Context: an optimization exercise on an open-source flow, tuned for small area. The choices shown serve that exercise and are no tape-out recipe.
The RTL was checked by simulation tests, not by an equivalence proof against the original design.
Power figures rest on the tool's default switching activity, not on a simulated workload.

`flow/design.v`:
```
module jtag_sba_top (
  input  logic        tck_i,
  input  logic        tms_i,
  input  logic        td_i,
  input  logic        trst_ni,
  output logic        td_o,
  output logic        tdo_oe_o,
  output logic        dmi_clear_o,
  output logic        master_req_o,
  output logic [31:0] master_add_o,
  output logic        master_we_o,
  output logic [31:0] master_wdata_o,
  output logic [3:0]  master_be_o,
  input  logic        master_gnt_i,
  input  logic        master_r_valid_i,
  input  logic        master_r_err_i,
  input  logic        master_r_other_err_i,
  input  logic [31:0] master_r_rdata_i
);
  localparam logic [3:0] TLR  = 4'h0, RTI  = 4'h3, SDR  = 4'h8, CDR  = 4'h9,
                         SHDR = 4'hD, E1DR = 4'hE, PDR  = 4'hC, E2DR = 4'hF,
                         UDR  = 4'hA, SIR  = 4'hB, CIR  = 4'h1, SHIR = 4'h5,
                         E1IR = 4'h6, PIR  = 4'h4, E2IR = 4'h7, UIR  = 4'h2;
  localparam logic [1:0] IR_ID = 2'd0, IR_BYP = 2'd1, IR_DTMCS = 2'd2, IR_DMI = 2'd3;
  logic [3:0]  tap_q, tap_d;
  logic [1:0]  ir_q;
  logic [40:0] sr_q, sr_d;
  logic        tdo_oe_q, clr1_q, clr2_q;
  logic tlr, capture_dr, shift_dr, update_dr, capture_ir, shift_ir, update_ir;
  assign tlr        = (tap_q == TLR);
  assign capture_dr = (tap_q == CDR);
  assign shift_dr   = (tap_q == SHDR);
  assign update_dr  = (tap_q == UDR);
  assign capture_ir = (tap_q == CIR);
  assign shift_ir   = (tap_q == SHIR);
  assign update_ir  = (tap_q == UIR);
  always_comb begin
    tap_d = tap_q;
    unique case (tap_q)
      TLR:  tap_d = tms_i ? TLR  : RTI;
      RTI:  tap_d = tms_i ? SDR  : RTI;
      SDR:  tap_d = tms_i ? SIR  : CDR;
      CDR:  tap_d = tms_i ? E1DR : SHDR;
      SHDR: tap_d = tms_i ? E1DR : SHDR;
      E1DR: tap_d = tms_i ? UDR  : PDR;
      PDR:  tap_d = tms_i ? E2DR : PDR;
      E2DR: tap_d = tms_i ? UDR  : SHDR;
      UDR:  tap_d = tms_i ? SDR  : RTI;
      SIR:  tap_d = tms_i ? TLR  : CIR;
      CIR:  tap_d = tms_i ? E1IR : SHIR;
      SHIR: tap_d = tms_i ? E1IR : SHIR;
      E1IR: tap_d = tms_i ? UIR  : PIR;
      PIR:  tap_d = tms_i ? E2IR : PIR;
      E2IR: tap_d = tms_i ? UIR  : SHIR;
      UIR:  tap_d = tms_i ? SDR  : RTI;
      default: tap_d = tap_q;
    endcase
  end
  logic is_dmi, is_dtmcs, is_byp;
  assign is_dmi   = (ir_q == IR_DMI);
  assign is_dtmcs = (ir_q == IR_DTMCS);
  assign is_byp   = (ir_q == IR_BYP);
  always_ff @(posedge tck_i or negedge trst_ni) begin
    if (!trst_ni) begin
      tap_q    <= TLR;
      ir_q     <= IR_ID;
      tdo_oe_q <= 1'b0;
      clr1_q   <= 1'b0;
      clr2_q   <= 1'b0;
    end else begin
      tap_q    <= tap_d;
      tdo_oe_q <= shift_ir | shift_dr;
      clr1_q   <= tlr;
      clr2_q   <= clr1_q;
      if (tlr) ir_q <= IR_ID;
      else if (update_ir) begin
        unique case (sr_q[4:0])
          5'h01:   ir_q <= IR_ID;
          5'h10:   ir_q <= IR_DTMCS;
          5'h11:   ir_q <= IR_DMI;
          default: ir_q <= IR_BYP;
        endcase
      end
    end
  end
  assign tdo_oe_o    = tdo_oe_q;
  assign dmi_clear_o = clr2_q;
  logic [6:0]  address_q;
  logic        addr_v_q;     
  logic [31:0] data_q;       
  logic [31:0] resp_data_q;
  logic        resp_v_q;     
  logic        err_q;        
  logic [2:0]  cnt_q;        
  logic        rd_q;         
  logic        rbusy_q;      
  localparam logic [31:0] IdCode = 32'hDEAD_BEEF;
  logic [31:0] dtmcs_cap, low_cap, resp_cap;
  logic [6:0]  addr_cap;
  assign dtmcs_cap = {17'b0, 3'd1, err_q, err_q, 6'd7, 4'd1};
  assign resp_cap  = resp_data_q & {32{resp_v_q}};
  assign addr_cap  = address_q & {7{addr_v_q}};
  always_comb begin
    unique case (ir_q)
      IR_DMI:   low_cap = {resp_cap[29:0], err_q, err_q};
      IR_DTMCS: low_cap = dtmcs_cap;
      IR_ID:    low_cap = IdCode;
      default:  low_cap = {IdCode[31:1], 1'b0};
    endcase
  end
  logic        shift_any, sr_hold;
  logic [40:0] sh_in;
  assign shift_any = shift_ir | shift_dr;
  assign sr_hold   = ~(shift_any | capture_dr | capture_ir);
  always_comb begin
    sh_in     = {td_i, sr_q[40:1]};
    sh_in[31] = (is_dmi & sr_q[32]) | (~is_dmi & td_i);
    sh_in[4]  = (shift_ir & td_i) | (~shift_ir & sr_q[5]);
    sh_in[0]  = (shift_dr & is_byp & td_i) | (~(shift_dr & is_byp) & sr_q[1]);
  end
  assign sr_d = ({41{shift_any}}  & sh_in)
              | ({41{capture_dr}} & {addr_cap, resp_cap[31:30], low_cap})
              | ({41{capture_ir}} & 41'b00101)
              | ({41{sr_hold}}    & sr_q);
  always_ff @(posedge tck_i) begin
    sr_q <= sr_d;
    td_o <= sr_q[0];
  end
  logic dmi_clear, upd_ok, start, ev_busy, sba_valid, resp_ok;
  assign dmi_clear = tlr || (is_dtmcs && update_dr && sr_q[17]);
  assign upd_ok    = is_dmi && update_dr && !err_q && (cnt_q == 3'd0);
  assign start     = upd_ok && (sr_q[1] ^ sr_q[0]);
  assign sba_valid = (cnt_q == 3'd3);
  assign resp_ok   = (cnt_q == 3'd7) && !rbusy_q;
  logic [31:0] sba_rdata;
  logic        sba_rbusy;
  assign ev_busy = (update_dr && (cnt_q != 3'd0))
                || (capture_dr && (cnt_q != 3'd0) && rd_q)
                || ((cnt_q == 3'd7) && rbusy_q);
  always_ff @(posedge tck_i or negedge trst_ni) begin
    if (!trst_ni) begin
      addr_v_q <= 1'b0;
      resp_v_q <= 1'b0;
      err_q    <= 1'b0;
      cnt_q    <= 3'd0;
    end else if (dmi_clear) begin
      addr_v_q <= 1'b0;
      resp_v_q <= 1'b0;
      err_q    <= 1'b0;
      cnt_q    <= 3'd0;
    end else begin
      if (upd_ok) addr_v_q <= 1'b1;
      if (resp_ok) resp_v_q <= rd_q;
      if (ev_busy) err_q <= 1'b1;
      if (cnt_q != 3'd0) cnt_q <= cnt_q + 3'd1;
      else if (start)    cnt_q <= 3'd1;
    end
  end
  always_ff @(posedge tck_i) begin
    if (upd_ok) address_q <= sr_q[40:34];
    if (resp_ok && rd_q) resp_data_q <= data_q;
    data_q <= ({32{upd_ok}} & sr_q[33:2]) | sba_rdata | ({32{~(upd_ok | sba_valid)}} & data_q);
    if (upd_ok) rd_q <= ~sr_q[1];
    if (sba_valid) rbusy_q <= sba_rbusy;
  end
  localparam logic [2:0] S_IDLE = 3'b000, S_READ = 3'b100, S_WRITE = 3'b101;
  logic [2:0]  sst_q;
  logic [31:0] sbcs_q, sbaddr0_q, sbaddr1_q, sbdata0_q, sbdata1_q;
  logic        cs_bbe_q;     
  logic [8:0]  cs_fn_q;      
  logic [21:0] cs_st_q;      
  assign sbcs_q = {cs_st_q[21:13], cs_bbe_q, cs_st_q[12], cs_fn_q, cs_st_q[11:0]};
  logic        sbcs_v_q, a1_v_q, d0_v_q, d1_v_q;
  localparam logic [31:0] CsStore = 32'hFFA0_0FFF;
  logic [2:0] sbaccess;
  logic [2:0] sberror;
  assign sbaccess = sbcs_q[19:17];
  assign sberror  = sbcs_q[14:12];
  logic busy, req_ph, wait_ph;
  assign busy    = sst_q[2];
  assign req_ph  = sst_q[2] & ~sst_q[1];
  assign wait_ph = sst_q[2] &  sst_q[1];
  logic op_rd, op_wr;
  logic a38, a39, a3a, a3c, a3d;
  assign op_rd = sba_valid &  rd_q;
  assign op_wr = sba_valid & ~rd_q;
  assign a38 = (address_q == 7'h38);
  assign a39 = (address_q == 7'h39);
  assign a3a = (address_q == 7'h3a);
  assign a3c = (address_q == 7'h3c);
  assign a3d = (address_q == 7'h3d);
  assign sba_rbusy = busy & (a3c | a3d | (~rd_q & (a38 | a39 | a3a)));
  logic s_cs, s_a0, s_a1, s_d0, s_d1;
  assign s_cs = op_rd & a38;
  assign s_a0 = op_rd & a39;
  assign s_a1 = op_rd & a3a & a1_v_q;
  assign s_d0 = op_rd & a3c & ~busy & d0_v_q;
  assign s_d1 = op_rd & a3d & ~busy & d1_v_q;
  assign sba_rdata = ({32{s_cs}} & sbcs_q & (~CsStore | {32{sbcs_v_q}}))
                   | ({32{s_a0}} & sbaddr0_q)
                   | ({32{s_a1}} & sbaddr1_q)
                   | ({32{s_d0}} & sbdata0_q)
                   | ({32{s_d1}} & sbdata1_q);
  logic misaligned, badsize, errc;
  always_comb begin
    unique case (sbaccess)
      3'd0:    misaligned = 1'b0;
      3'd1:    misaligned = sbaddr0_q[0];
      3'd2:    misaligned = |sbaddr0_q[1:0];
      3'd3:    misaligned = |sbaddr0_q[2:0];
      3'd4:    misaligned = |sbaddr0_q[3:0];
      3'd5:    misaligned = |sbaddr0_q[4:0];
      3'd6:    misaligned = |sbaddr0_q[5:0];
      default: misaligned = |sbaddr0_q[6:0];
    endcase
  end
  assign badsize = sbaccess[2] | (sbaccess[1] & sbaccess[0]);
  assign errc    = misaligned | badsize;
  assign master_req_o = req_ph & ~errc;
  assign master_we_o  = sst_q[0];
  assign master_add_o = sbaddr0_q;
  always_comb begin
    unique case (sbaccess[1:0])
      2'd0:    master_be_o = 4'b0001 << sbaddr0_q[1:0];
      2'd1:    master_be_o = sbaddr0_q[1] ? 4'b1100 : 4'b0011;
      default: master_be_o = 4'b1111;
    endcase
  end
  logic [3:0] boff;
  assign boff = 4'b0001 << sbaddr0_q[1:0];
  always_comb begin
    master_wdata_o = '0;
    for (int j = 0; j < 4; j++)
      for (int m = 0; m <= j; m++)
        master_wdata_o[8*j +: 8] = master_wdata_o[8*j +: 8] | ({8{boff[m]}} & sbdata0_q[8*(j-m) +: 8]);
  end
  logic [31:0] rdata_sh;
  always_comb begin
    rdata_sh = '0;
    for (int j = 0; j < 4; j++)
      for (int m = 0; m + j < 4; m++)
        rdata_sh[8*j +: 8] = rdata_sh[8*j +: 8] | ({8{rdone & boff[m]}} & master_r_rdata_i[8*(j+m) +: 8]);
  end
  logic [32:0] inc_c;
  logic        inc_en;
  assign inc_en = done & sbcs_q[16];
  always_comb begin
    inc_c[0] = inc_en & ~sbaccess[1] & ~sbaccess[0];
    inc_c[1] = (inc_en & sbaccess[0]) | (inc_c[0] & sbaddr0_q[0]);
    inc_c[2] = (inc_en & sbaccess[1]) | (inc_c[1] & sbaddr0_q[1]);
    for (int i = 2; i < 32; i++) inc_c[i+1] = inc_c[i] & sbaddr0_q[i];
  end
  logic done, rdone, ok_wr, go_addr, go_wdata, go_rdata;
  assign done     = wait_ph & master_r_valid_i;
  assign rdone    = done & ~sst_q[0];
  assign ok_wr    = op_wr & ~busy;
  assign go_addr  = ok_wr & a39 & (sberror == 3'd0) & sbcs_q[20];
  assign go_wdata = ok_wr & a3c & (sberror == 3'd0);
  assign go_rdata = op_rd & a3c & ~busy & (sberror == 3'd0) & sbcs_q[15];
  always_ff @(posedge tck_i or negedge trst_ni) begin
    if (!trst_ni) begin
      sst_q     <= S_IDLE;
      sbcs_v_q  <= 1'b0;
      a1_v_q    <= 1'b0;
      d0_v_q    <= 1'b0;
      d1_v_q    <= 1'b0;
      sbaddr0_q <= '0;
      cs_bbe_q  <= 1'b0;
      cs_fn_q   <= '0;
    end else begin
      if (!busy) begin
        if (go_addr)       sst_q <= S_READ;
        else if (go_wdata) sst_q <= S_WRITE;
        else if (go_rdata) sst_q <= S_READ;
      end else if (req_ph) begin
        if (errc)              sst_q <= S_IDLE;
        else if (master_gnt_i) sst_q <= {2'b11, sst_q[0]};
      end else if (master_r_valid_i) begin
        sst_q <= S_IDLE;
      end
      if (ok_wr && a38) begin
        sbcs_v_q      <= 1'b1;
        cs_bbe_q      <= sbcs_q[22] & ~data_q[22];
        cs_fn_q[8:3]  <= data_q[20:15];
        cs_fn_q[2:0]  <= (|data_q[14:12]) ? 3'b000 : sberror;
      end
      if (sba_valid && sba_rbusy)
        cs_bbe_q <= 1'b1;
      if (req_ph && errc)
        cs_fn_q[2:0] <= misaligned ? 3'd3 : 3'd4;
      if (done && master_r_other_err_i)
        cs_fn_q[2:0] <= 3'd7;
      else if (done && master_r_err_i)
        cs_fn_q[2:0] <= 3'd2;
      if (ok_wr && a39) sbaddr0_q <= data_q;
      else sbaddr0_q <= sbaddr0_q ^ inc_c[31:0];
      if (ok_wr && a3a) a1_v_q <= 1'b1;
      if ((ok_wr && a3c) || rdone) d0_v_q <= 1'b1;
      if (ok_wr && a3d) d1_v_q <= 1'b1;
      else if (rdone) d1_v_q <= 1'b0;
    end
  end
  always_ff @(posedge tck_i) begin
    if (ok_wr && a38) cs_st_q <= {data_q[31:23], data_q[21], data_q[11:0]};
    if (ok_wr && a3a) sbaddr1_q <= data_q;
    sbdata0_q <= ({32{ok_wr & a3c}} & data_q) | rdata_sh | ({32{~((ok_wr & a3c) | rdone)}} & sbdata0_q);
    if (ok_wr && a3d) sbdata1_q <= data_q;
  end
endmodule
```
`flow/flow/run.sh`:
```
#!/bin/bash
# The standard ORFS layout, with three changes:
# - ABC maps the logic for area (flow/my_synth.tcl, flow/abc_area.script);
# - ports get the smallest buffer (buf_1) instead of clkdlybuf4s50_1;
# - a leaner clock tree (clkbuf_4 leaves, no dummy loads).
set -euo pipefail
W=$(pwd)
export FLOW_WORK=$W
export FLOW_ABC_SCRIPT=$W/flow/abc_area.script
export BUFFER_PORTS_ARGS="-buffer_cell sky130_fd_sc_hd__buf_1"
export CTS_ARGS="-sink_clustering_enable -repair_clock_nets -dont_use_dummy_load -buf_list sky130_fd_sc_hd__clkbuf_4 -root_buf sky130_fd_sc_hd__clkbuf_8 -sink_clustering_size 10 -sink_clustering_max_diameter 40"
bash standard.sh SYNTH_SCRIPT=$W/flow/my_synth.tcl finish > standard_flow.log 2>&1
```
`flow/flow/abc_area.script`:
```
strash
&get -n
&st
&dch
&nf -R 1000
&put
topo
dnsize
```
`flow/flow/my_synth.tcl`:
```
# The standard flow's synthesis script, with ABC mapping the logic for area instead of
# delay (the clock period leaves ample slack). Registers are mapped before
# ABC runs, so they come out as in the standard synthesis.
proc abc {args} {
  set i [lsearch -exact $args -script]
  if {$i >= 0} {
    set args [lreplace $args [expr {$i + 1}] [expr {$i + 1}] $::env(FLOW_ABC_SCRIPT)]
  }
  yosys abc {*}$args
}
source $::env(FLOW_WORK)/synth_recipe.tcl
```
`flow/standard.sh`:
```
#!/bin/bash
# synth_recipe.tcl (not shown) runs the flow's synth.tcl, then flattens the netlist and writes it again
# the make line also repeats each setting of config.mk as NAME=value (left out here)
make -C /OpenROAD-flow-scripts/flow DESIGN_CONFIG=/design/flow/config.mk WORK_HOME=/design/flow/orfs CLKGATE_MAP_FILE= SYNTH_SCRIPT=/design/flow/synth_recipe.tcl "${@:-finish}"
```
`flow/config.mk`:
```
export PLATFORM = sky130hd
export DESIGN_NAME = jtag_sba_top
export DESIGN_NICKNAME = jtag_sba_top
export VERILOG_FILES = /design/flow/design.v
export SDC_FILE = /design/flow/constraint.sdc
export NUM_CORES = 4
export LEC_CHECK = 0
export CAP_MARGIN = 20
export CORE_MARGIN = 2
export CORE_UTILIZATION = 40
export PLACE_DENSITY = 0.6
export SLEW_MARGIN = 20
```
`flow/constraint.sdc`:
```
create_clock -name core_clock -period 10.0 [get_ports {tck_i}]
set_input_delay 2.0000 -clock core_clock [delete_from_list [all_inputs] [get_ports {tck_i}]]
set_output_delay 2.0000 -clock core_clock [all_outputs]
set_load 0.01 [all_outputs]
```
==> flow_metrics.env, run 1 <==
export IMPL_run_status="no timing/DRC/antenna violations"
export IMPL_seqCellArea_mm2=0.007537
export IMPL_num_io_pins=113
export IMPL_worst_endpoint_arrival_ns=9.20
export IMPL_multi_input_area_mm2=0.004538
export IMPL_chipWidth_um=178.0
export IMPL_critPathLaunch="master_r_valid_i"
export IMPL_worstPathRequired_ns=10.46
export IMPL_clock_latency_ns=0.57
export IMPL_antennaDiodeCount=0
export IMPL_die_area_mm2=0.03169
export IMPL_tritoncts_num_sinks=297
export IMPL_critical_path_max_stage_delay_ns=0.28
export IMPL_regToRegEndpoint="sbaddr0_q[30]$_DFF_PN0_"
export IMPL_drt_wirelength_per_cell_um=25.14
export IMPL_critical_path_max_fanout=7
export IMPL_ctsHoldBuffers=0
export IMPL_detail_placement_hpwl_um=24570
export IMPL_postSynthCellCount=972
export IMPL_initial_antenna_violation_count=0
export IMPL_core_area_mm2=0.02972
export IMPL_crit_end="sbaddr0_q[30]$_DFF_PN0_"
export IMPL_port_buffers=112
export IMPL_rr_worst_depth=36
export IMPL_postSynthAreaPerCell_um2=12.46
export IMPL_synth_flop_cell="sky130_fd_sc_hd__edfxtp_1"
export IMPL_grtUsageTotal_pct=24.36
export IMPL_start_util_pct=40.76
export IMPL_drt_pass1_iter_count=8
export IMPL_yosysUniqueCellTypes=43
export IMPL_post_route_drc_violation_count=0
export IMPL_worstMarginPinSlew_ns=1.252
export IMPL_grt_pass1_wl_um=57410
export IMPL_fmax_mhz=114.4
export IMPL_grt_setup_unrepaired="false"
export IMPL_syn_cell_area_mm2=0.01211
export IMPL_min_delay_path_class="flop to flop"
export IMPL_post_route_wl_um=38690
export IMPL_critPathBufInv=1
export IMPL_synth_yosys_seq_area_share_pct=62.23
export IMPL_post_synth_edffs=127
export IMPL_cts_tree="done"
export IMPL_setup_violations_final=0
export IMPL_number_of_clock_buffers_inserted_by_tritoncts=43
export IMPL_gr_total_overflow=0
export IMPL_rows=63
export IMPL_cts_root_buffer_cell="sky130_fd_sc_hd__clkbuf_8"
export IMPL_timing_critical_path_from_type="primary input"
export IMPL_ir_drop_mv=0.1210
export IMPL_finalSetupTns_ns=0
export IMPL_flow_area_growth_from_synthesis_pct=12.58
export IMPL_most_common_cell_after_layout_fill_and_taps_aside="sky130_fd_sc_hd__nand2_1"
export IMPL_ant_nets=0
export IMPL_finish_instance_area_mm2=0.01364
export IMPL_fraction_of_final_layout_cells_with_drive_strength_greater_than_1_pct=7.224
export IMPL_dieHeight_um=178.0
export IMPL_cts_path_max_buffers=3
export IMPL_via_count=9675
export IMPL_cts_resized=0
export IMPL_cts_reportedPaths_clkPinSlew_ns=0.10
export IMPL_fillCellCount=2757
export IMPL_layout_nets=1228
export IMPL_post_synthesis_net_count=1049
export IMPL_critical_path_top_cell_by_count="sky130_fd_sc_hd__ha_1"
export IMPL_yosysWarningCount=1
export IMPL_endpoint_kind="flop"
export IMPL_fin_hold_ws_ns=0.3481
export IMPL_path_depth=37
export IMPL_via_count_normalized_by_instance_count=6.287
export IMPL_asyncSetResetFlopFracSynth_pct=21.55
export IMPL_first_global_vias=9227
export IMPL_layout_cells_most_common_list="sky130_fd_sc_hd__nand2_1, sky130_fd_sc_hd__edfxtp_1, sky130_fd_sc_hd__buf_1"
export IMPL_pwr_density_cell_mw_per_mm2=207.4
export IMPL_placed_cell_area_mm2=0.01325
export IMPL_slew_viol_final=0
export IMPL_skew_ns=0.05794
export IMPL_largest_net_degree_at_the_start_of_global_routing=65
export IMPL_place_gp_congestion=0.8419
export IMPL_postCtsSetupBuffers=0
export IMPL_layout_worst_path_cycle_share_pct=87.40
export IMPL_timing_max_slew_rel_slack_pct=16.22
export IMPL_ctsHtreeMaxLevel=2
export IMPL_maxCapViolations=0
export IMPL_path_class="primary input to flop"
export IMPL_timing_rr_start="cs_fn_q[6]$_DFFE_PN0P_"
export IMPL_cell_at_the_slowest_stage_of_the_critical_path="sky130_fd_sc_hd__mux2_1"
export IMPL_postSynthRegisterBits=297
export IMPL_timing_final_hold_violations=0
export IMPL_post_route_min_period_ns=8.740
export IMPL_crit_family="adder cells"
export IMPL_drtIter0Drc=1117
export IMPL_r2r_slack_ns=2.38
export IMPL_leakage_nw=5.538
export IMPL_fin_total_pwr_mw=2.827
==> metrics by stage <==
step	setup slack (ns)	utilization, %	std cells
finish	1.260	45.88	1539
global placement	0.7729	44.57	1495
global route	0.9794	45.88	1539
floorplan	1.448	-	972
CTS	1.260	45.76	1538
detailed placement	0.6840	44.57	1495
==> where the power goes <==
group          leakage (nW)  internal, mW  switching (mW)
clock                 0.211         0.222           0.394
sequential             2.95          1.43           0.208
combinational          2.38         0.231           0.346
==> final cells by class <==
| type | count | share of cell area (%) |
|---|---|---|
| Multi-Input combinational cell | 646 | 33.28 |
| Tap cell | 390 | 3.579 |
| Inverter | 29 | 0.7983 |
| Timing Repair Buffer | 134 | 4.469 |
| Clock buffer | 43 | 2.597 |
| Sequential cell | 297 | 55.28 |
==> per-layer routing <==
layer / track usage (%) / part of all wire, %
met2: 37.87 / 45
met1: 32.78 / 42
met4: 11.24 / 4.7
met3: 5.030 / 8.0
met5: 0 / 0
==> how the worst min path moves through the flow <==
stage                          start          endpoint  slack, ns  cells after the start
finish              clr1_q$_DFF_PN0_  clr2_q$_DFF_PN0_       0.35                      0
global route        clr1_q$_DFF_PN0_  clr2_q$_DFF_PN0_       0.36                      0
CTS                 clr1_q$_DFF_PN0_  clr2_q$_DFF_PN0_       0.35                      0
detailed placement  clr1_q$_DFF_PN0_  clr2_q$_DFF_PN0_       0.34                      0
global placement    clr1_q$_DFF_PN0_  clr2_q$_DFF_PN0_       0.33                      0
floorplan           clr1_q$_DFF_PN0_  clr2_q$_DFF_PN0_       0.33                      0
==> sequential cells by signal (all words and copies together) (netlist names), 9 cells and up <==
name and cells:
cs_fn_q 9, cs_st_q 22, data_q 32, resp_data_q 32
sbaddr0_q 32, sbaddr1_q 32, sbdata0_q 32, sbdata1_q 32
sr_q 41
==> worst reg2reg max path: cells and delay by family, from the launching register on <==
kind	cells	cell delay, ns
compound gates	2	0.39
simple gates	2	0.36
flops	1	0.53
mux	1	0.28
fa+ha+maj	31	6.00
==> synthesized netlist by cell type, types with 2 or more instances <==
cell type / count / share of area (%)
sky130_fd_sc_hd__and2_0: 13 / 0.67
sky130_fd_sc_hd__nor3_1: 9 / 0.37
sky130_fd_sc_hd__or3_1: 5 / 0.26
sky130_fd_sc_hd__a21oi_1: 47 / 1.9
sky130_fd_sc_hd__nor4_1: 3 / 0.15
sky130_fd_sc_hd__a31oi_1: 4 / 0.21
sky130_fd_sc_hd__clkinv_1: 29 / 0.90
sky130_fd_sc_hd__edfxtp_1: 127 / 31
sky130_fd_sc_hd__a32oi_1: 10 / 0.72
sky130_fd_sc_hd__and3_1: 7 / 0.36
sky130_fd_sc_hd__a221oi_1: 28 / 2.0
sky130_fd_sc_hd__o21ai_0: 11 / 0.45
sky130_fd_sc_hd__o22ai_1: 2 / 0.10
sky130_fd_sc_hd__nand3_1: 15 / 0.62
sky130_fd_sc_hd__a211o_1: 2 / 0.14
sky130_fd_sc_hd__nor2b_1: 7 / 0.36
sky130_fd_sc_hd__a211oi_1: 5 / 0.31
sky130_fd_sc_hd__a31o_1: 2 / 0.14
sky130_fd_sc_hd__nand2_1: 170 / 5.3
sky130_fd_sc_hd__a21o_1: 2 / 0.12
sky130_fd_sc_hd__dfrtp_1: 64 / 13
sky130_fd_sc_hd__mux2_1: 32 / 3.0
sky130_fd_sc_hd__dfxtp_1: 106 / 18
sky130_fd_sc_hd__a221o_1: 19 / 1.6
sky130_fd_sc_hd__a222oi_1: 77 / 6.4
sky130_fd_sc_hd__nand2b_1: 9 / 0.46
sky130_fd_sc_hd__a22oi_1: 39 / 2.4
sky130_fd_sc_hd__ha_1: 37 / 3.8
sky130_fd_sc_hd__or2_0: 4 / 0.21
sky130_fd_sc_hd__nor2_1: 34 / 1.1
sky130_fd_sc_hd__nand4_1: 2 / 0.10
sky130_fd_sc_hd__nor3b_1: 2 / 0.12
sky130_fd_sc_hd__a22o_1: 39 / 2.8
==> kinds of logic (layout without fill, tap and decap cells) <==
| group | Yosys count | after routing | synth area share [%] |
|---|---|---|---|
| adder cells (fa/ha/maj) | 37 | 37 | 3.822 |
| XOR/XNOR | 1 | 1 | 0.07233 |
| AND/OR/NAND/NOR | 282 | 282 | 10.15 |
| AO/OA/AOI/OAI | 294 | 294 | 19.85 |
| flip-flops | 297 | 297 | 62.23 |
| buffers and inverters | 29 | 206 | 0.8987 |
| multiplexers | 32 | 32 | 2.975 |
==> run 2: changes to the inputs <==
--- a/flow/flow/run.sh
+++ b/flow/flow/run.sh
@@ -8,5 +8,5 @@
 export FLOW_WORK=$W
 export FLOW_ABC_SCRIPT=$W/flow/abc_area.script
 export BUFFER_PORTS_ARGS="-buffer_cell sky130_fd_sc_hd__buf_1"
-export CTS_ARGS="-sink_clustering_enable -repair_clock_nets -dont_use_dummy_load -buf_list sky130_fd_sc_hd__clkbuf_4 -root_buf sky130_fd_sc_hd__clkbuf_8 -sink_clustering_size 10 -sink_clustering_max_diameter 40"
+export CTS_ARGS="-sink_clustering_enable -repair_clock_nets -dont_use_dummy_load -buf_list {sky130_fd_sc_hd__clkbuf_2 sky130_fd_sc_hd__clkbuf_4 sky130_fd_sc_hd__clkbuf_8} -root_buf sky130_fd_sc_hd__clkbuf_8 -sink_clustering_size 10 -sink_clustering_max_diameter 40"
 bash standard.sh SYNTH_SCRIPT=$W/flow/my_synth.tcl finish > standard_flow.log 2>&1
==> run 2 against run 1 <==
  * Worst setup slack gained 0.015 ns
  * Core utilization grew 0.84 points
  * Synthesized area is the same
  * Clock skew shrank 0.026 ns
  * Critical path type unchanged
  * Global-route usage is essentially flat
  * Clock-buffer cell count is the same
  * Largest cell class unchanged
  * First-iteration DRC count grew 2.1%
  * Total power grew 6.3%
==> flow_metrics.env, run 2 <==
export IMPL_ranking_of_synthesized_cells_by_instance_count="sky130_fd_sc_hd__nand2_1, sky130_fd_sc_hd__edfxtp_1, sky130_fd_sc_hd__dfxtp_1, sky130_fd_sc_hd__a222oi_1, sky130_fd_sc_hd__dfrtp_1"
export IMPL_fillCellCount=2722
export IMPL_post_place_cells=1495
export IMPL_post_synth_edffs=127
export IMPL_timing_final_hold_violations=0
export IMPL_met2_wirelength_um=17490
export IMPL_syn_cell_area_mm2=0.01211
export IMPL_timing_critical_path_from_type="primary input"
export IMPL_drtIter0Drc=1141
export IMPL_layout_cells_most_common_list="sky130_fd_sc_hd__nand2_1, sky130_fd_sc_hd__edfxtp_1, sky130_fd_sc_hd__buf_1"
export IMPL_setup_violations_final=0
export IMPL_seqCellArea_mm2=0.007537
export IMPL_postSynthCellCount=972
export IMPL_final_critical_path_setup_slack_ns=1.274
export IMPL_die_area_mm2=0.03169
export IMPL_finalSetupTns_ns=0
export IMPL_synthDominantCellAreaShare_pct=31.49
export IMPL_post_route_min_period_ns=8.726
export IMPL_fin_hold_ws_ns=0.3438
export IMPL_place_ws_ns=0.6840
export IMPL_drt_wirelength_per_cell_um=24.96
export IMPL_gr_total_overflow=0
export IMPL_initial_antenna_violation_count=0
export IMPL_largest_net_degree_at_the_start_of_global_routing=65
export IMPL_critical_path_max_stage_delay_ns=0.28
export IMPL_ctsHtreeMaxLevel=2
export IMPL_cts_reportedPaths_clkPinSlew_ns=0.07
export IMPL_postSynthRegisterBits=297
export IMPL_number_of_clock_buffers_inserted_by_tritoncts=43
export IMPL_via_count=9615
export IMPL_detail_placement_hpwl_um=24570
export IMPL_ctsHoldBuffers=0
export IMPL_dieHeight_um=178.0
export IMPL_run_status="no timing/DRC/antenna violations"
export IMPL_critical_path_max_fanout=7
export IMPL_cts_path_max_buffers=3
export IMPL_postCtsSetupBuffers=0
export IMPL_grtUsageTotal_pct=24.35
export IMPL_ir_drop_mv=0.09461
export IMPL_postSynthAreaPerCell_um2=12.46
export IMPL_met3_length_um=3484
export IMPL_largest_register_ffs=41
export IMPL_rows=63
export IMPL_asyncSetResetFlopFracSynth_pct=21.55
export IMPL_layout_nets=1229
export IMPL_post_route_drc_violation_count=0
export IMPL_wl_met1_um=15640
export IMPL_start_util_pct=40.76
export IMPL_grt_setup_unrepaired="false"
export IMPL_yosys_cell_count_top_type="sky130_fd_sc_hd__nand2_1"
export IMPL_largest_register="sr_q"
export IMPL_worstMarginPinSlew_ns=1.245
export IMPL_worst_endpoint_arrival_ns=9.17
export IMPL_critical_path_top_cell_by_count="sky130_fd_sc_hd__ha_1"
export IMPL_most_common_cell_after_layout_fill_and_taps_aside="sky130_fd_sc_hd__nand2_1"
export IMPL_cts_tree="done"
export IMPL_yosysWarningCount=1
export IMPL_maxCapViolations=0
export IMPL_layout_worst_path_cycle_share_pct=87.26
export IMPL_cts_root_buffer_cell="sky130_fd_sc_hd__clkbuf_8"
export IMPL_via_count_normalized_by_instance_count=6.244
export IMPL_tritoncts_num_sinks=297
export IMPL_synth_yosys_seq_area_share_pct=62.23
export IMPL_top_signal_layer_used="met4"
export IMPL_min_delay_path_class="flop to flop"
export IMPL_worstPathRequired_ns=10.44
export IMPL_slew_viol_final=0
export IMPL_drt_pass1_iter_count=8
export IMPL_yosysUniqueCellTypes=43
export IMPL_cts_resized=0
export IMPL_num_io_pins=113
export IMPL_final_instance_count_excl_fill=1540
export IMPL_post_route_wl_um=38440
export IMPL_place_gp_congestion=0.8419
export IMPL_ant_nets=0
export IMPL_skew_ns=0.03214
export IMPL_core_area_mm2=0.02972
export IMPL_first_global_vias=9215
export IMPL_port_buffers=112
export IMPL_chipWidth_um=178.0
export IMPL_clock_latency_ns=0.56
export IMPL_yosys_area_top_type="sky130_fd_sc_hd__edfxtp_1"
export IMPL_antennaDiodeCount=0
export IMPL_timing_max_slew_rel_slack_pct=16.67
export IMPL_post_synthesis_net_count=1049
export IMPL_synth_flop_cell="sky130_fd_sc_hd__edfxtp_1"
export IMPL_multi_input_area_mm2=0.004534
export IMPL_netlist_top_cells_area="sky130_fd_sc_hd__edfxtp_1, sky130_fd_sc_hd__dfxtp_1, sky130_fd_sc_hd__dfrtp_1"
export IMPL_grt_pass1_wl_um=57410
export IMPL_fraction_of_final_layout_cells_with_drive_strength_greater_than_1_pct=7.130
export IMPL_flow_area_growth_from_synthesis_pct=14.64
export IMPL_fmax_mhz=114.6
export IMPL_pwr_density_cell_mw_per_mm2=216.5
export IMPL_cell_at_the_slowest_stage_of_the_critical_path="sky130_fd_sc_hd__mux2_1"
export IMPL_path_class="primary input to flop"
export IMPL_endpoint_kind="flop"
export IMPL_leakage_nw=5.643
==> run 2: worst max-delay path: cells and delay by family <==
family	cells	cell delay, ns
AO/OA/AOI/OAI	2	0.39
adder cells (fa/ha/maj)	31	5.95
buffers and inverters	1	0.08
multiplexers	1	0.28
AND/OR/NAND/NOR	2	0.48
==> run 2: cell type report <==
| class | instances | share of cell area (%) |
|---|---|---|
| Inverter | 29 | 0.7840 |
| Timing Repair Buffer | 135 | 4.497 |
| Tap cell | 390 | 3.514 |
| Multi-Input combinational cell | 646 | 32.66 |
| Clock buffer | 43 | 4.262 |
| Sequential cell | 297 | 54.28 |
==> run 2: cell families after synthesis <==
kind of cell             after synthesis  share of synthesized area [%]
flip-flops                           297                          62.23
AO/OA/AOI/OAI                        294                          19.85
AND/OR/NAND/NOR                      282                          10.15
adder cells (fa/ha/maj)               37                          3.822
multiplexers                          32                          2.975
buffers and inverters                 29                         0.8987
XOR/XNOR                               1                        0.07233
==> run 2: final timing paths <==
path,slack [ns],endpoint,cells after the start,start
worst max-delay path,1.27,sbaddr0_q[30]$_DFF_PN0_,37,master_r_valid_i
worst min-delay path,0.34,clr2_q$_DFF_PN0_,0,clr1_q$_DFF_PN0_
worst max register to register,2.40,sbaddr0_q[30]$_DFF_PN0_,36,sst_q[2]$_DFF_PN0_
worst min register to register,0.34,clr2_q$_DFF_PN0_,0,clr1_q$_DFF_PN0_
max in group asynchronous,7.65,sst_q[0]$_DFFE_PN0P_,2,trst_ni
min in group asynchronous,1.69,resp_v_q$_DFFE_PN0P_,2,trst_ni
==> run 2: where the power goes <==
group / internal, mW / total [mW] / leakage (nW) / switching, mW
registers: 1.43 / 1.64 / 2.95 / 0.205
clock network: 0.379 / 0.796 / 0.309 / 0.416
logic: 0.231 / 0.575 / 2.38 / 0.345
==> run 2: stage by stage <==
stage	util [%]	area (um2)	power [mW]
after global placement	44.57	13250	2.212
after detailed placement	44.57	13250	2.225
after floorplan	-	12110	1.953
final	46.72	13880	3.007
after CTS	46.56	13840	3.016
after global routing	46.72	13880	3.156
==> run 2: metal layers <==
| layer | vias to the layer above | GRT usage [%] |
|---|---|---|
| met5 | - | 0 |
| met4 | 0 | 11.30 |
| met3 | 97 | 4.987 |
| met2 | 497 | 38.03 |
| met1 | 4751 | 32.60 |
| li1 | 4270 | - |
==> run 3: changes to the inputs <==
==> flow/flow/run.sh (replaced) <==
#!/bin/bash
# The standard ORFS layout, with three changes:
# - ABC maps the logic for area (flow/my_synth.tcl, flow/abc_area.script);
# - ports get the smallest buffer (buf_1) instead of clkdlybuf4s50_1;
# - a leaner clock tree (clkbuf_4 leaves, no dummy loads).
set -euo pipefail
W=$(pwd)
export FLOW_WORK=$W
export FLOW_ABC_SCRIPT=$W/flow/abc_area.script
export BUFFER_PORTS_ARGS="-buffer_cell sky130_fd_sc_hd__buf_1"
export CTS_ARGS="-sink_clustering_enable -repair_clock_nets -dont_use_dummy_load -buf_list sky130_fd_sc_hd__clkbuf_4 -root_buf sky130_fd_sc_hd__clkbuf_8 -sink_clustering_size 13 -sink_clustering_max_diameter 35"
bash standard.sh SYNTH_SCRIPT=$W/flow/my_synth.tcl finish > standard_flow.log 2>&1
--- a/flow/config.mk
+++ b/flow/config.mk
@@ -5,8 +5,8 @@
 export SDC_FILE = /design/flow/constraint.sdc
 export NUM_CORES = 4
 export LEC_CHECK = 0
-export CAP_MARGIN = 20
+export CAP_MARGIN = 0
 export CORE_MARGIN = 2
 export CORE_UTILIZATION = 40
 export PLACE_DENSITY = 0.6
-export SLEW_MARGIN = 20
+export SLEW_MARGIN = 0
==> run 3 against run 2 <==
  * First-iteration DRC count fell by 2.2%
  * Critical endpoint unchanged
  * Clock-buffer cell count increased by 5
  * Sequential cell count stayed put
  * Critical path depth is the same
  * Still clean on timing, DRC and antenna
  * Largest cell class unchanged
==> flow_metrics.env, run 3 <==
export IMPL_via_count_normalized_by_instance_count=6.257
export IMPL_ant_nets=0
export IMPL_post_route_min_period_ns=8.805
export IMPL_dieHeight_um=178.0
export IMPL_cts_tree="done"
export IMPL_finish_instance_area_mm2=0.01364
export IMPL_initial_antenna_violation_count=0
export IMPL_placed_cell_area_mm2=0.01325
export IMPL_setup_violations_final=0
export IMPL_clock_latency_ns=0.56
export IMPL_maxCapViolations=0
export IMPL_post_synthesis_net_count=1049
export IMPL_layout_worst_path_cycle_share_pct=88.05
export IMPL_fmax_mhz=113.6
export IMPL_timing_rr_start="sst_q[2]$_DFF_PN0_"
export IMPL_grt_setup_unrepaired="false"
export IMPL_rr_worst_depth=36
export IMPL_cts_resized=0
export IMPL_post_route_wl_um=38360
export IMPL_leakage_nw=5.549
export IMPL_ir_drop_mv=0.1017
export IMPL_via_count=9654
export IMPL_finalSetupTns_ns=0
export IMPL_largest_register_ffs=41
export IMPL_most_common_cell_after_layout_fill_and_taps_aside="sky130_fd_sc_hd__nand2_1"
export IMPL_detail_placement_hpwl_um=24570
export IMPL_drtIter0Drc=1116
export IMPL_layout_cells_most_common_list="sky130_fd_sc_hd__nand2_1, sky130_fd_sc_hd__edfxtp_1, sky130_fd_sc_hd__buf_1"
export IMPL_ctsHoldBuffers=0
export IMPL_fraction_of_final_layout_cells_with_drive_strength_greater_than_1_pct=7.372
export IMPL_synth_flop_cell="sky130_fd_sc_hd__edfxtp_1"
export IMPL_skew_ns=0.06292
export IMPL_layout_nets=1232
export IMPL_synthDominantCellAreaShare_pct=31.49
export IMPL_timing_critical_path_from_type="primary input"
export IMPL_antennaDiodeCount=0
export IMPL_cts_reportedPaths_clkPinSlew_ns=0.06
export IMPL_slew_viol_final=0
export IMPL_critical_path_max_fanout=7
export IMPL_min_delay_path_class="flop to flop"
export IMPL_start_util_pct=40.76
export IMPL_timing_max_slew_rel_slack_pct=16.65
export IMPL_critical_path_top_cell_by_count="sky130_fd_sc_hd__ha_1"
export IMPL_post_synth_edffs=127
export IMPL_r2r_slack_ns=2.33
export IMPL_run_status="no timing/DRC/antenna violations"
export IMPL_gr_total_overflow=0
export IMPL_yosysWarningCount=1
export IMPL_postSynthRegisterBits=297
export IMPL_postSynthCellCount=972
export IMPL_worst_endpoint_arrival_ns=9.21
export IMPL_die_area_mm2=0.03169
export IMPL_critical_path_max_stage_delay_ns=0.27
export IMPL_chipWidth_um=178.0
export IMPL_regToRegEndpoint="sbaddr0_q[30]$_DFF_PN0_"
export IMPL_final_core_utilization_pct=45.89
export IMPL_endpoint_kind="flop"
export IMPL_num_io_pins=113
export IMPL_ctsHtreeMaxLevel=2
export IMPL_postSynthAreaPerCell_um2=12.46
export IMPL_grt_pass1_wl_um=57380
export IMPL_yosysUniqueCellTypes=43
export IMPL_worstPathRequired_ns=10.40
export IMPL_tritoncts_num_sinks=297
export IMPL_flow_area_growth_from_synthesis_pct=12.59
export IMPL_synth_yosys_seq_area_share_pct=62.23
export IMPL_fillCellCount=2750
export IMPL_path_class="primary input to flop"
export IMPL_ranking_of_synthesized_cells_by_instance_count="sky130_fd_sc_hd__nand2_1, sky130_fd_sc_hd__edfxtp_1, sky130_fd_sc_hd__dfxtp_1, sky130_fd_sc_hd__a222oi_1, sky130_fd_sc_hd__dfrtp_1"
export IMPL_cell_at_the_slowest_stage_of_the_critical_path="sky130_fd_sc_hd__and3_1"
export IMPL_number_of_clock_buffers_inserted_by_tritoncts=48
export IMPL_place_gp_congestion=0.8419
export IMPL_worstMarginPinSlew_ns=1.249
export IMPL_port_buffers=112
export IMPL_rows=63
export IMPL_syn_cell_area_mm2=0.01211
export IMPL_crit_end="sbaddr0_q[30]$_DFF_PN0_"
export IMPL_first_global_vias=9264
export IMPL_grtUsageTotal_pct=24.24
export IMPL_drt_wirelength_per_cell_um=24.86
export IMPL_yosys_area_top_type="sky130_fd_sc_hd__edfxtp_1"
export IMPL_final_instance_count_excl_fill=1543
export IMPL_post_place_cells=1495
export IMPL_yosys_cell_count_top_type="sky130_fd_sc_hd__nand2_1"
export IMPL_critPathLaunch="master_r_valid_i"
export IMPL_asyncSetResetFlopFracSynth_pct=21.55
export IMPL_timing_final_hold_violations=0
export IMPL_pwr_density_cell_mw_per_mm2=208.4
export IMPL_largest_net_degree_at_the_start_of_global_routing=65
export IMPL_core_area_mm2=0.02972
export IMPL_largest_register="sr_q"
export IMPL_postCtsSetupBuffers=0
export IMPL_netlist_top_cells_area="sky130_fd_sc_hd__edfxtp_1, sky130_fd_sc_hd__dfxtp_1, sky130_fd_sc_hd__dfrtp_1"
export IMPL_cts_path_max_buffers=3
export IMPL_cts_root_buffer_cell="sky130_fd_sc_hd__clkbuf_8"
export IMPL_drt_pass1_iter_count=9
export IMPL_post_route_drc_violation_count=0
run 3: cell counts after synthesis:
No cell type changed its count.
run 3: how the worst min path moves through the flow:
stage	from	to	slack, ns	cells after the start
6_report	clr1_q$_DFF_PN0_	clr2_q$_DFF_PN0_	0.35	0
5_1_grt	clr1_q$_DFF_PN0_	clr2_q$_DFF_PN0_	0.36	0
4_1_cts	clr1_q$_DFF_PN0_	clr2_q$_DFF_PN0_	0.35	0
3_5_place_dp	clr1_q$_DFF_PN0_	clr2_q$_DFF_PN0_	0.34	0
3_3_place_gp	clr1_q$_DFF_PN0_	clr2_q$_DFF_PN0_	0.33	0
2_1_floorplan	clr1_q$_DFF_PN0_	clr2_q$_DFF_PN0_	0.33	0
run 3: cell families after synthesis:
| logic type | Yosys count | synth area share (%) |
|---|---|---|
| multiplexers | 32 | 2.975 |
| adder cells (fa/ha/maj) | 37 | 3.822 |
| AND/OR/NAND/NOR | 282 | 10.15 |
| XOR/XNOR | 1 | 0.07233 |
| AO/OA/AOI/OAI | 294 | 19.85 |
| buffers and inverters | 29 | 0.8987 |
| flip-flops | 297 | 62.23 |
run 3: stage by stage:
stage	setup WS (ns)	hold WS, ns	total power, mW
global route	0.9206	0.3555	2.993
finish	1.195	0.3480	2.842
floorplan	1.448	0.3312	1.953
CTS	1.211	0.3505	2.853
detailed placement	0.6840	0.3364	2.225
global placement	0.7729	0.3343	2.212
run 3: report_power, final:
group,internal (mW),switching [mW],leakage (nW)
Combinational,0.230,0.344,2.36
Sequential,1.43,0.207,2.95
Clock,0.244,0.389,0.234
Total,1.90,0.940,5.55
run 3: layout make-up:
| class | count | area [um2] | share of cell area [%] |
|---|---|---|---|
| clock buffers | 48 | 391.6 | 2.872 |
| inverters | 29 | 108.9 | 0.7982 |
| multi-input cells | 646 | 4529 | 33.21 |
| flip-flops and latches | 297 | 7537 | 55.27 |
| well taps | 390 | 488.0 | 3.578 |
| repair buffers | 133 | 581.8 | 4.266 |
run 3: worst max-delay path: cells and delay by family:
kind	cells	cell delay (ns)
AOI/OAI and AO/OA	2	0.39
and+or+nand+nor	2	0.49
buffers and inverters	1	0.08
muxes	1	0.27
adders and majority gates	31	6.01
run 3: routing by layer:
layer,GRT usage (%),wire (um),vias to the layer above
li1,-,-,4299
met1,32.53,16120,4788
met2,38.82,17840,491
met3,5.009,2986,76
met4,9.016,1404,0
met5,0,0,-
==> run 4: changes to the inputs <==
--- a/flow/design.v
+++ b/flow/design.v
@@ -159,7 +159,7 @@
   always_ff @(posedge tck_i) begin
     if (upd_ok) address_q <= sr_q[40:34];
     if (resp_ok && rd_q) resp_data_q <= data_q;
-    data_q <= ({32{upd_ok}} & sr_q[33:2]) | sba_rdata | ({32{~(upd_ok | sba_valid)}} & data_q);
+    data_q <= sba_rdata | ({32{~sba_valid}} & data_q);
     if (upd_ok) rd_q <= ~sr_q[1];
     if (sba_valid) rbusy_q <= sba_rbusy;
   end
@@ -239,7 +239,7 @@
     rdata_sh = '0;
     for (int j = 0; j < 4; j++)
       for (int m = 0; m + j < 4; m++)
-        rdata_sh[8*j +: 8] = rdata_sh[8*j +: 8] | ({8{rdone & boff[m]}} & master_r_rdata_i[8*(j+m) +: 8]);
+        rdata_sh[8*j +: 8] = rdata_sh[8*j +: 8] | ({8{rdone & ~(ew & a3c) & boff[m]}} & master_r_rdata_i[8*(j+m) +: 8]);
   end
   logic [32:0] inc_c;
   logic        inc_en;
@@ -251,6 +251,31 @@
     for (int i = 2; i < 32; i++) inc_c[i+1] = inc_c[i] & sbaddr0_q[i];
   end
   logic done, rdone, ok_wr, go_addr, go_wdata, go_rdata;
+  logic [2:0] sst_d;
+  always_comb begin
+    sst_d = sst_q;
+    if (!busy) begin
+      if (go_addr)       sst_d = S_READ;
+      else if (go_wdata) sst_d = S_WRITE;
+      else if (go_rdata) sst_d = S_READ;
+    end else if (req_ph) begin
+      if (errc)              sst_d = S_IDLE;
+      else if (master_gnt_i) sst_d = {2'b11, sst_q[0]};
+    end else if (master_r_valid_i) begin
+      sst_d = S_IDLE;
+    end
+  end
+  logic ew;
+  logic [31:0] wd;
+  assign ew = (cnt_q == 3'd2) & ~rd_q & ~sst_d[2];
+  assign wd = sr_q[33:2];
+  logic [2:0] serr_ev;
+  always_comb begin
+    serr_ev = sberror;
+    if (req_ph && errc) serr_ev = misaligned ? 3'd3 : 3'd4;
+    if (done && master_r_other_err_i) serr_ev = 3'd7;
+    else if (done && master_r_err_i) serr_ev = 3'd2;
+  end
   assign done     = wait_ph & master_r_valid_i;
   assign rdone    = done & ~sst_q[0];
   assign ok_wr    = op_wr & ~busy;
@@ -268,42 +293,28 @@
       cs_bbe_q  <= 1'b0;
       cs_fn_q   <= '0;
     end else begin
-      if (!busy) begin
-        if (go_addr)       sst_q <= S_READ;
-        else if (go_wdata) sst_q <= S_WRITE;
-        else if (go_rdata) sst_q <= S_READ;
-      end else if (req_ph) begin
-        if (errc)              sst_q <= S_IDLE;
-        else if (master_gnt_i) sst_q <= {2'b11, sst_q[0]};
-      end else if (master_r_valid_i) begin
-        sst_q <= S_IDLE;
-      end
-      if (ok_wr && a38) begin
+      sst_q <= sst_d;
+      cs_fn_q[2:0] <= serr_ev;
+      if (ew && a38) begin
         sbcs_v_q      <= 1'b1;
-        cs_bbe_q      <= sbcs_q[22] & ~data_q[22];
-        cs_fn_q[8:3]  <= data_q[20:15];
-        cs_fn_q[2:0]  <= (|data_q[14:12]) ? 3'b000 : sberror;
+        cs_bbe_q      <= sbcs_q[22] & ~wd[22];
+        cs_fn_q[8:3]  <= wd[20:15];
+        cs_fn_q[2:0]  <= (|wd[14:12]) ? 3'b000 : serr_ev;
       end
       if (sba_valid && sba_rbusy)
         cs_bbe_q <= 1'b1;
-      if (req_ph && errc)
-        cs_fn_q[2:0] <= misaligned ? 3'd3 : 3'd4;
-      if (done && master_r_other_err_i)
-        cs_fn_q[2:0] <= 3'd7;
-      else if (done && master_r_err_i)
-        cs_fn_q[2:0] <= 3'd2;
-      if (ok_wr && a39) sbaddr0_q <= data_q;
+      if (ew && a39) sbaddr0_q <= wd;
       else sbaddr0_q <= sbaddr0_q ^ inc_c[31:0];
-      if (ok_wr && a3a) a1_v_q <= 1'b1;
-      if ((ok_wr && a3c) || rdone) d0_v_q <= 1'b1;
-      if (ok_wr && a3d) d1_v_q <= 1'b1;
+      if (ew && a3a) a1_v_q <= 1'b1;
+      if ((ew && a3c) || rdone) d0_v_q <= 1'b1;
+      if (ew && a3d) d1_v_q <= 1'b1;
       else if (rdone) d1_v_q <= 1'b0;
     end
   end
   always_ff @(posedge tck_i) begin
-    if (ok_wr && a38) cs_st_q <= {data_q[31:23], data_q[21], data_q[11:0]};
-    if (ok_wr && a3a) sbaddr1_q <= data_q;
-    sbdata0_q <= ({32{ok_wr & a3c}} & data_q) | rdata_sh | ({32{~((ok_wr & a3c) | rdone)}} & sbdata0_q);
-    if (ok_wr && a3d) sbdata1_q <= data_q;
+    if (ew && a38) cs_st_q <= {wd[31:23], wd[21], wd[11:0]};
+    if (ew && a3a) sbaddr1_q <= wd;
+    sbdata0_q <= ({32{ew & a3c}} & wd) | rdata_sh | ({32{~((ew & a3c) | rdone)}} & sbdata0_q);
+    if (ew && a3d) sbdata1_q <= wd;
   end
 endmodule
--- a/flow/flow/run.sh
+++ b/flow/flow/run.sh
@@ -8,5 +8,5 @@
 export FLOW_WORK=$W
 export FLOW_ABC_SCRIPT=$W/flow/abc_area.script
 export BUFFER_PORTS_ARGS="-buffer_cell sky130_fd_sc_hd__buf_1"
-export CTS_ARGS="-sink_clustering_enable -repair_clock_nets -dont_use_dummy_load -buf_list sky130_fd_sc_hd__clkbuf_4 -root_buf sky130_fd_sc_hd__clkbuf_8 -sink_clustering_size 13 -sink_clustering_max_diameter 35"
+export CTS_ARGS="-sink_clustering_enable -repair_clock_nets -dont_use_dummy_load -buf_list sky130_fd_sc_hd__clkbuf_4 -root_buf sky130_fd_sc_hd__clkbuf_8 -sink_clustering_size 10 -sink_clustering_max_diameter 40"
 bash standard.sh SYNTH_SCRIPT=$W/flow/my_synth.tcl finish > standard_flow.log 2>&1
==> flow/flow/abc_area.script (replaced) <==
strash
balance
rewrite
refactor
balance
rewrite
rewrite -z
balance
refactor -z
rewrite -z
balance
&get -n
&st
&dch -f
&nf -R 1000 -a
&put
topo
dnsize
--- a/flow/config.mk
+++ b/flow/config.mk
@@ -5,8 +5,8 @@
 export SDC_FILE = /design/flow/constraint.sdc
 export NUM_CORES = 4
 export LEC_CHECK = 0
-export CAP_MARGIN = 0
+export CAP_MARGIN = 20
 export CORE_MARGIN = 2
 export CORE_UTILIZATION = 40
 export PLACE_DENSITY = 0.6
-export SLEW_MARGIN = 0
+export SLEW_MARGIN = 20
==> run 4 against run 3 <==
  * Hold slack improved by 0.010 ns
  * Worst setup slack improved by 0.25 ns
  * Via count barely moved
  * Sequential share of layout area rose by 0.41 points
  * Synthesized area fell by 0.61%
  * Non-clock buffer count did not move
  * First-iteration DRC count rose by 33%
  * Synthesized cell count rose by 1.5%
  * Combinational power fell by about 10%
  * Critical path type unchanged
  * Highest routed layer unchanged
==> flow_metrics.env, run 4 <==
export IMPL_endpoint_kind="flop"
export IMPL_grt_pass1_wl_um=58310
export IMPL_seqCellArea_mm2=0.007538
export IMPL_via_count=9662
export IMPL_synth_flop_cell="sky130_fd_sc_hd__edfxtp_1"
export IMPL_cts_tree="done"
export IMPL_detail_placement_hpwl_um=24880
export IMPL_worstPathRequired_ns=10.44
export IMPL_place_gp_congestion=0.8544
export IMPL_most_common_cell_after_layout_fill_and_taps_aside="sky130_fd_sc_hd__nand2_1"
export IMPL_netlist_top_cells_area="sky130_fd_sc_hd__edfxtp_1, sky130_fd_sc_hd__dfxtp_1, sky130_fd_sc_hd__dfrtp_1"
export IMPL_path_class="primary input to flop"
export IMPL_setup_violations_final=0
export IMPL_synthDominantCellAreaShare_pct=31.68
export IMPL_initial_antenna_violation_count=0
export IMPL_critical_path_max_fanout=5
export IMPL_port_buffers=112
export IMPL_ctsHoldBuffers=0
export IMPL_pwr_density_cell_mw_per_mm2=213.3
export IMPL_asyncSetResetFlopFracSynth_pct=21.55
export IMPL_yosys_area_top_type="sky130_fd_sc_hd__edfxtp_1"
export IMPL_tritoncts_num_sinks=297
export IMPL_rows=63
export IMPL_yosys_mux_area_fraction_pct=2.993
export IMPL_drt_pass1_iter_count=8
export IMPL_layout_cells_most_common_list="sky130_fd_sc_hd__nand2_1, sky130_fd_sc_hd__edfxtp_1, sky130_fd_sc_hd__buf_1"
export IMPL_drt_wirelength_per_cell_um=25.48
export IMPL_antennaDiodeCount=0
export IMPL_chipWidth_um=177.5
export IMPL_slew_viol_final=0
export IMPL_final_core_utilization_pct=45.68
export IMPL_layout_nets=1245
export IMPL_ir_drop_mv=0.08641
export IMPL_timing_critical_path_from_type="primary input"
export IMPL_post_route_wl_um=39620
export IMPL_postSynthAreaPerCell_um2=12.20
export IMPL_combinational_family_with_the_most_area_after_synthesis="compound AO/OA/AOI/OAI gates"
export IMPL_via_count_normalized_by_instance_count=6.214
export IMPL_largest_net_degree_at_the_start_of_global_routing=65
export IMPL_largest_register="sr_q"
export IMPL_leakage_nw=5.453
export IMPL_synthAdderAreaFrac_pct=3.950
export IMPL_die_area_mm2=0.03150
export IMPL_cts_root_buffer_cell="sky130_fd_sc_hd__clkbuf_8"
export IMPL_min_delay_path_class="flop to flop"
export IMPL_flow_area_growth_from_synthesis_pct=12.47
export IMPL_multi_input_area_mm2=0.004476
export IMPL_ant_nets=0
export IMPL_post_route_drc_violation_count=0
export IMPL_core_area_mm2=0.02964
export IMPL_fraction_of_final_layout_cells_with_drive_strength_greater_than_1_pct=6.953
export IMPL_cts_path_max_buffers=3
export IMPL_worst_endpoint_arrival_ns=9.00
export IMPL_first_global_vias=9144
export IMPL_critical_path_max_stage_delay_ns=0.28
export IMPL_finalSetupTns_ns=0
export IMPL_syn_cell_area_mm2=0.01204
export IMPL_start_util_pct=40.62
export IMPL_skew_ns=0.06323
export IMPL_number_of_clock_buffers_inserted_by_tritoncts=45
export IMPL_yosysUniqueCellTypes=40
export IMPL_yosysWarningCount=1
export IMPL_worstMarginPinSlew_ns=1.134
export IMPL_synth_yosys_seq_area_share_pct=62.61
export IMPL_synth_area_in_simple_gates_pct=11.20
export IMPL_ctsHtreeMaxLevel=2
export IMPL_timing_max_slew_rel_slack_pct=24.15
export IMPL_dieHeight_um=177.5
export IMPL_postCtsSetupBuffers=0
export IMPL_grtUsageTotal_pct=25.09
export IMPL_post_route_min_period_ns=8.554
export IMPL_fillCellCount=2820
export IMPL_yosys_area_share_xor_xnor_pct=0.07276
export IMPL_ranking_of_synthesized_cells_by_instance_count="sky130_fd_sc_hd__nand2_1, sky130_fd_sc_hd__edfxtp_1, sky130_fd_sc_hd__dfxtp_1, sky130_fd_sc_hd__dfrtp_1, sky130_fd_sc_hd__a222oi_1"
export IMPL_timing_final_hold_violations=0
export IMPL_cts_resized=0
export IMPL_post_synth_edffs=127
export IMPL_fin_hold_ws_ns=0.3582
export IMPL_drtIter0Drc=1489
export IMPL_num_io_pins=113
export IMPL_maxCapViolations=0
export IMPL_grt_setup_unrepaired="false"
export IMPL_fmax_mhz=116.9
export IMPL_postSynthRegisterBits=297
export IMPL_postSynthCellCount=987
export IMPL_cts_reportedPaths_clkPinSlew_ns=0.10
export IMPL_synth_compound_area_share_pct=18.45
export IMPL_largest_register_ffs=41
export IMPL_layout_worst_path_cycle_share_pct=85.54
export IMPL_yosys_cell_count_top_type="sky130_fd_sc_hd__nand2_1"
export IMPL_run_status="no timing/DRC/antenna violations"
export IMPL_cell_at_the_slowest_stage_of_the_critical_path="sky130_fd_sc_hd__mux2_1"
export IMPL_post_synthesis_net_count=1065
export IMPL_critical_path_top_cell_by_count="sky130_fd_sc_hd__ha_1"
export IMPL_gr_total_overflow=0
export IMPL_clock_latency_ns=0.57
run 4: metrics by stage:
stage,cell area [um2],std cells,worst slack [ns],total power [mW]
after floorplan,12040,987,1.544,1.966
after global placement,13160,1510,0.9843,2.254
after detailed placement,13160,1510,0.8900,2.268
after CTS,13530,1555,1.475,2.885
after global routing,13540,1555,1.164,3.020
final,13540,1555,1.446,2.888
run 4: worst paths after layout:
kind / depth (start not counted) / slack [ns] / to / startpoint
max reg2reg: 37 / 2.57 / sbaddr0_q[30]$_DFF_PN0_ / sst_q[2]$_DFF_PN0_
min: 0 / 0.36 / clr2_q$_DFF_PN0_ / clr1_q$_DFF_PN0_
max in group asynchronous: 1 / 7.71 / sbcs_v_q$_DFFE_PN0P_ / trst_ni
min in group asynchronous: 1 / 1.60 / tap_q[0]$_DFF_PN0_ / trst_ni
max: 38 / 1.45 / sbaddr0_q[30]$_DFF_PN0_ / master_r_valid_i
min reg2reg: 0 / 0.36 / clr2_q$_DFF_PN0_ / clr1_q$_DFF_PN0_
run 4: per-layer routing:
| layer | up-vias | GRT usage (%) | wire length, um |
|---|---|---|---|
| li1 | 4259 | - | - |
| met1 | 4782 | 36.48 | 17310 |
| met2 | 543 | 36.89 | 17340 |
| met3 | 78 | 4.649 | 3641 |
| met4 | 0 | 10.08 | 1332 |
| met5 | - | 0 | 0 |
run 4: power breakdown:
part | switching, mW | total [mW] | internal, mW
clock | 0.396 | 0.627 | 0.231
combinational | 0.309 | 0.515 | 0.206
sequential | 0.287 | 1.75 | 1.46
run 4: critical path: cells and delay by family:
kind | cells | cell delay, ns
fa+ha+maj | 31 | 5.85
simple gates | 3 | 0.42
buf+inv | 1 | 0.10
mux | 1 | 0.28
compound gates | 2 | 0.33
run 4: cell families after synthesis:
logic type / Yosys count
and+or+nand+nor: 317
xor gates and xnor gates: 1
adders and majority gates: 38
DFF: 297
AOI/OAI and AO/OA: 279
buffers and inverters: 23
muxes: 32
run 4: area by class of cell:
class,count,share of cell area (%)
Clock buffer,45,2.726
Inverter,23,0.6377
Multi-Input combinational cell,667,33.06
Sequential cell,297,55.68
Tap cell,390,3.604
Timing Repair Buffer,133,4.297

-- afterwards: timing with drivers on the ports --
The results above use ideal ports. As a check the final layouts listed here were re-extracted and re-timed, cells and wires unchanged. Step 1, drivers: a clkbuf_16 drives tck_i and a buf_2 each remaining input, both assumed. Step 2 moves the port delays by t, midway between the first and last clock arrival at a register: inputs arrive t later, outputs are due t later. That takes back most of the time a late clock gives input paths. Slacks: no drivers / after step 1 / after step 2; pairs: no drivers / after step 1.
run | shift t [ns] | setup WS [ns] | worst setup path at the end | worst data-port slew with drivers (ns) | cell pins on the clock port's net
run 1 | 0.585 | 1.260 / 1.280 / 0.695 | input to register | 0.04 | 1
run 2 | 0.587 | 1.274 / 1.293 / 0.706 | input to register | 0.04 | 1
run 3 | 0.575 | 1.195 / 1.217 / 0.643 | input to register | 0.04 | 1
run 4 | 0.578 | 1.446 / 1.470 / 0.893 | input to register | 0.04 | 1
After both steps setup and hold are still met in every run listed. The setup slack of run 2, which loses most, moves by +0.019 ns with the drivers and by -0.568 ns with both steps.
